This is an optimization exercise on Yosys and OpenROAD, whose aim is small area and a short achievable clock period, not a production implementation. At most, simulation tests tie the RTL to the original design; equivalence was not proved. No activity file was given, so power comes from the tool's default toggle rates.

==> flow/design.v (excerpt) <==
module alu_instrmem_top(input clk,
        input reset,
        output [7:0] imem_addr,
        input [15:0] imem_data,
        output [9:0] dmem_addr,
        output [15:0] dmem_wdata,
        output dmem_we,
        input [15:0] dmem_rdata,
        output logic ovf_ctrl,
        output logic take_branch
    );
For scale: about 900 cells after synthesis, roughly 140 flip-flops, about 71 I/O pins, about 9300 sq um of cells after synthesis.
export LEC_CHECK = 0
export CAP_MARGIN = 20
export CORE_MARGIN = 2
export CORE_UTILIZATION = 40
export SETUP_SLACK_MARGIN = 4
export SLEW_MARGIN = 20
export TNS_END_PERCENT = 0
create_clock -name core_clock -period 10.0 [get_ports {clk}]
standard.sh (not shown) runs the stock make flow with config.mk's settings and CLKGATE_MAP_FILE= SYNTH_SCRIPT=/design/flow/synth_recipe.tcl, a recipe that flattens the netlist after the stock synthesis.
==> flow/flow/run.sh <==
#!/bin/bash
# Own layout flow: the standard synthesis, then the standard ORFS layout
# with port buffers that start at the smallest buffer (timing repair upsizes
# the ones that matter), a clock tree built from mid-size clock buffers
# without dummy loads, and setup repair by cell sizing and pin swaps only
# (no inserted buffers or cloned gates). Each step's full output goes to a
# log file here.
set -euo pipefail
bash standard.sh synth > synth.log 2>&1
bash standard.sh \
  "BUFFER_PORTS_ARGS=-buffer_cell sky130_fd_sc_hd__buf_1" \
  "CTS_ARGS=-sink_clustering_enable -repair_clock_nets -dont_use_dummy_load -buf_list {sky130_fd_sc_hd__clkbuf_4 sky130_fd_sc_hd__clkbuf_8}" \
  "SETUP_MOVE_SEQUENCE=unbuffer,sizeup,swap" \
  finish > layout.log 2>&1
Change:
--- a/flow/flow/run.sh
+++ b/flow/flow/run.sh
@@ -5,3 +5 @@
-# without dummy loads, and setup repair by cell sizing and pin swaps only
-# (no inserted buffers or cloned gates). Each step's full output goes to a
-# log file here.
+# without dummy loads. Each step's full output goes to a log file here.
@@ -13 +10,0 @@
-  "SETUP_MOVE_SEQUENCE=unbuffer,sizeup,swap" \
What happened: The changed run went through all stages and came out clean; core utilization increases by 4.2 points; register-to-register slack gets worse by 1000 ps; setup slack improved by 430 ps; critical path depth climbs by 22; via count goes up by 7.9%; clock skew is about the same; synthesized cell count stays the same.
No run of this note included a check of the RTL's function; only the layout flow was run.

========
== v3 ==
alu_instrmem_top, a different RTL version from the one above (not shown whole).
For scale: ~880 cells after synthesis, ~71 I/O pins, about 9100 µm² of cells after synthesis.
Settings: LEC_CHECK=0, CAP_MARGIN=20, CORE_MARGIN=2, CORE_UTILIZATION=40, SETUP_SLACK_MARGIN=4, SLEW_MARGIN=20, SYNTH_HIERARCHICAL=1, SYNTH_MINIMUM_KEEP_SIZE=0, TNS_END_PERCENT=0; clock period 10.0 ns.
==> flow/flow/run.sh <==
#!/bin/bash
# Own layout flow: the standard synthesis, then the standard ORFS layout
# with port buffers that start at the smallest buffer (timing repair upsizes
# the ones that matter), a clock tree built from mid-size clock buffers
# without dummy loads, and setup repair by cell sizing and pin swaps only
# (no inserted buffers or cloned gates). Each step's full output goes to a
# log file here.
set -euo pipefail
bash standard.sh synth > synth.log 2>&1
bash standard.sh \
  "BUFFER_PORTS_ARGS=-buffer_cell sky130_fd_sc_hd__buf_1" \
  "CTS_ARGS=-sink_clustering_enable -repair_clock_nets -dont_use_dummy_load -buf_list {sky130_fd_sc_hd__clkbuf_4 sky130_fd_sc_hd__clkbuf_8}" \
  "SETUP_MOVE_SEQUENCE=unbuffer,sizeup,swap" \
  finish > layout.log 2>&1
For v47, these inputs were changed with respect to v3:
-- flow/config.mk --
<<< v3, line 12
export SLEW_MARGIN = 20
export SYNTH_HIERARCHICAL = 1
export SYNTH_MINIMUM_KEEP_SIZE = 0
export TNS_END_PERCENT = 0
>>> v47, line 12
export SLEW_MARGIN = 20
export TNS_END_PERCENT = 0
Results
Every run in the comparison, v3 and v47, completed the flow with a clean layout. What v47 reported for layout inverter count without the clock tree has to be multiplied by 0.886 to get the figure for v3. Relative to v3, v47 degrades first-iteration DRC count. Area overhead of the layout relative to synthesis ended up 0.27 points higher on v47 than on v3.
The following lists how v42 was set up differently from v47:
==> flow/flow/run.sh <==
#!/bin/bash
# Own layout flow: the standard synthesis, then the standard ORFS layout
# with port buffers that start at the smallest buffer (timing repair upsizes
# the ones that matter), a clock tree built from mid-size clock buffers
# without dummy loads, and setup repair by cell sizing pin swaps and gate cloning
# (no inserted buffers). Each step's full output goes to a
# log file here.
set -euo pipefail
bash standard.sh synth > synth.log 2>&1
bash standard.sh \
  "BUFFER_PORTS_ARGS=-buffer_cell sky130_fd_sc_hd__buf_1" \
  "CTS_ARGS=-sink_clustering_enable -repair_clock_nets -dont_use_dummy_load -sink_clustering_size 30 -sink_clustering_max_diameter 100 -buf_list {sky130_fd_sc_hd__clkbuf_4 sky130_fd_sc_hd__clkbuf_8}" \
  "SETUP_MOVE_SEQUENCE=unbuffer,sizeup,swap,clone" \
  finish > layout.log 2>&1
Findings:
Aggregate routed wire length: v42 vs v47 up about 5%. Between v47 and v42, the difference in relative area of clock buffers and inverters in the final design is negligible. Utilization delta for v42 relative to v47: 1.1 points higher. v42 ended up with a higher switching power summed over all nets than v47 did. Clock network fraction of design power is higher on v47. Internal power summed over all cells: v47 and v42 compared, lower one is v47. Compared to v47, v42 has worst setup slack 0.17 ns higher.
Input-level comparison between v17 and v42:
==> flow/flow/run.sh <==
#!/bin/bash
# Own layout flow: the standard synthesis, then the standard ORFS layout
# with port buffers that start at the smallest buffer (timing repair upsizes
# the ones that matter), a clock tree built from mid-size clock buffers
# without dummy loads, and setup repair by cell sizing and pin swaps only
# (no inserted buffers or cloned gates). Each step's full output goes to a
# log file here.
set -euo pipefail
bash standard.sh synth > synth.log 2>&1
bash standard.sh \
  "BUFFER_PORTS_ARGS=-buffer_cell sky130_fd_sc_hd__buf_1" \
  "CTS_ARGS=-sink_clustering_enable -repair_clock_nets -dont_use_dummy_load -sink_clustering_size 30 -sink_clustering_max_diameter 100 -buf_list {sky130_fd_sc_hd__clkbuf_4 sky130_fd_sc_hd__clkbuf_8}" \
  "SETUP_MOVE_SEQUENCE=unbuffer,sizeup,swap" \
  finish > layout.log 2>&1
[summary]
- v42 did not stop at any stage, and its layout met the timing, design-rule and antenna checks.
- v17: no failed stages, no open violations at the end
- Number of maximum-capacitance constraint violations: v42 vs v17 identical
- v42 vs v17, start point of the critical path: imem_data[8] vs imem_data[3]
- Against v42, number of nets in the final layout in v17 fell slightly.
- In terms of worst hold slack, v42 and v17 differ only marginally.
- ~same async set-or-reset flop fraction in the synthesized netlist in v17 and v42
- In the reports for v17 and v42, the larger power consumption belongs to v42.
- Side by side, vias after detailed routing turned out lower in v17 than in v42.
- Looking only at overall fraction of global-route tracks in use, and setting everything else aside, the lower value of v17 and v42 goes to v17.
- Comparing v17 and v42, the higher final critical path time including I/O delays and setup was measured on v17.
- In the tables for v17 and v42, highest cell delay on the worst timing path reads lower with v42.

========
alu_instrmem_top, a different RTL version from the one above (not shown whole).
Size: roughly 1000 cells after synthesis, roughly 140 flip-flops, ~71 I/O pins, ~0.010 mm2 of cells after synthesis.
clock: 10.0 ns
lec_check: 0
cap_margin: 20
core_margin: 2
core_utilization: 40
setup_slack_margin: 4
slew_margin: 20
tns_end_percent: 5
run.sh (not shown) runs the stock make flow with config.mk's settings and CLKGATE_MAP_FILE= SYNTH_SCRIPT=/design/flow/synth_recipe.tcl, a recipe that flattens the netlist after the stock synthesis.
Stock flow here: none of the scripts above is used.
The baseline went through all stages and came out clean.
Next try:
- TNS_END_PERCENT: 5 -> default
Result: Power went up by 7.2%; clock power went up by 12%; utilization went up by 3.8 points; final cell count went up by 1.9%; maximum frequency went down by 2.0%; critical path depth went down by 2.

========
Another version of the RTL of alu_instrmem_top (not shown whole).
Settings: LEC_CHECK=0, CAP_MARGIN=20, CORE_MARGIN=2, CORE_UTILIZATION=40, SETUP_SLACK_MARGIN=4, SLEW_MARGIN=20, SYNTH_HIERARCHICAL=1, SYNTH_MINIMUM_KEEP_SIZE=0, TNS_END_PERCENT=0; clock period 10.0 ns.
standard.sh (not shown) runs the stock make flow with config.mk's settings and CLKGATE_MAP_FILE= SYNTH_SCRIPT=/design/flow/synth_recipe.tcl, a recipe that flattens the netlist after the stock synthesis.
==> flow/flow/run.sh <==
#!/bin/bash
# Own layout flow: the standard synthesis, then the standard ORFS layout
# with port buffers that start at the smallest buffer (timing repair upsizes
# the ones that matter), a clock tree built from mid-size clock buffers
# without dummy loads, and setup repair by cell sizing, pin swaps and gate cloning
# (no inserted buffers). Each step's full output goes to a
# log file here.
set -euo pipefail
bash standard.sh synth > synth.log 2>&1
bash standard.sh \
  "BUFFER_PORTS_ARGS=-buffer_cell sky130_fd_sc_hd__buf_1" \
  "CTS_ARGS=-sink_clustering_enable -repair_clock_nets -dont_use_dummy_load -buf_list {sky130_fd_sc_hd__clkbuf_4 sky130_fd_sc_hd__clkbuf_8}" \
  "SETUP_MOVE_SEQUENCE=unbuffer,sizeup,swap,clone" \
  finish > layout.log 2>&1
The first run produced a clean layout.
Rerun with:
--- a/flow/flow/run.sh
+++ b/flow/flow/run.sh
@@ -4,4 +4,4 @@
 # the ones that matter), a clock tree built from mid-size clock buffers
-# without dummy loads, and setup repair by cell sizing, pin swaps and gate cloning
-# (no inserted buffers). Each step's full output goes to a
+# without dummy loads, and setup repair by cell sizing and pin swaps only
+# (no inserted buffers or cloned gates). Each step's full output goes to a
 # log file here.
@@ -12,3 +12,3 @@
   "CTS_ARGS=-sink_clustering_enable -repair_clock_nets -dont_use_dummy_load -buf_list {sky130_fd_sc_hd__clkbuf_4 sky130_fd_sc_hd__clkbuf_8}" \
-  "SETUP_MOVE_SEQUENCE=unbuffer,sizeup,swap,clone" \
+  "SETUP_MOVE_SEQUENCE=unbuffer,sizeup,swap" \
   finish > layout.log 2>&1
--- a/flow/config.mk
+++ b/flow/config.mk
@@ -9,3 +9,3 @@
 export CORE_MARGIN = 2
-export CORE_UTILIZATION = 40
+export CORE_UTILIZATION = 50
 export SETUP_SLACK_MARGIN = 4
Outcome: The changed run completed without violations; design area came out lower by 4.3%; sequential share of layout area came out higher by 1.8 points; setup slack degrades by 240 ps; power came out lower by 3.0%; cell count came out lower by 5.8%; count of clock-buffer cells in the layout is unchanged; clock power came out lower by about 1%; synthesized area is unchanged; die area came out lower by 20%; maximum frequency came out lower by 3.2%; first-iteration DRC count came out higher by 0.38%.
Rerun with:
--- a/flow/config.mk
+++ b/flow/config.mk
@@ -9,3 +9,3 @@
 export CORE_MARGIN = 2
-export CORE_UTILIZATION = 50
+export CORE_UTILIZATION = 40
 export SETUP_SLACK_MARGIN = 4
The new run ran to the end with no violations.
Final area increases slightly.
Register-to-register slack got worse by 130 ps.
Final cell count rose by a few percent.
Synthesized cell count does not change.
Non-clock buffer count goes down by 4.
Power is higher slightly.
Maximum frequency grows by a few percent.
Routed wire length climbs slightly.
Hold slack is about the same.
Setup slack gets better by 180 ps.
Clock power came out higher slightly.

port drivers added, routing unchanged:
In the flow no input, the clock included, has a driving cell. The finished layouts below were timed again as built, in two steps.
Step 1 sets driving cells, clkbuf_16 on the clock port and buf_2 on the other inputs (assumed; they add their load-dependent delay and slew).
Step 2, shift: input delay + t, output delay - t, t = (earliest + latest rising clock arrival at the registers) / 2. This alone moves slack from input paths to output paths.
a / b / c = ideal / step 1 / step 2; a / b = the first two.
run	t (ns)	setup WS [ns]	worst setup path after step 2	worst register clock-pin slew, ns	cell pins on the clock port's net
the first run of note 1	0.478	2.170 / 2.152 / 2.152	input to output	0.08 / 0.08	1
the second run of note 1	0.485	2.601 / 2.591 / 2.137	input to register	0.08 / 0.08	1
v3	0.487	2.606 / 2.557 / 2.557	input to output	0.11 / 0.11	1
v47	0.483	2.595 / 2.527 / 2.527	input to output	0.08 / 0.08	1
v42	0.478	2.770 / 2.672 / 2.672	input to output	0.08 / 0.08	1
v17	0.483	2.595 / 2.527 / 2.527	input to output	0.08 / 0.08	1
the first run of note 3	0.482	2.553 / 2.492 / 2.128	input to register	0.07 / 0.07	1
the second run of note 3	0.483	2.403 / 2.362 / 2.223	input to register	0.07 / 0.07	1
the first run of note 4	0.481	2.734 / 2.650 / 2.650	input to output	0.10 / 0.10	1
the second run of note 4	0.488	2.494 / 2.460 / 2.460	input to output	0.10 / 0.10	1
the third run of note 4	0.480	2.674 / 2.608 / 2.608	input to output	0.10 / 0.10	1
After both steps setup and hold are still met in every run listed. The setup slack of the second run of note 1, which loses most, moves by -0.010 ns with the drivers and by -0.464 ns with both steps.
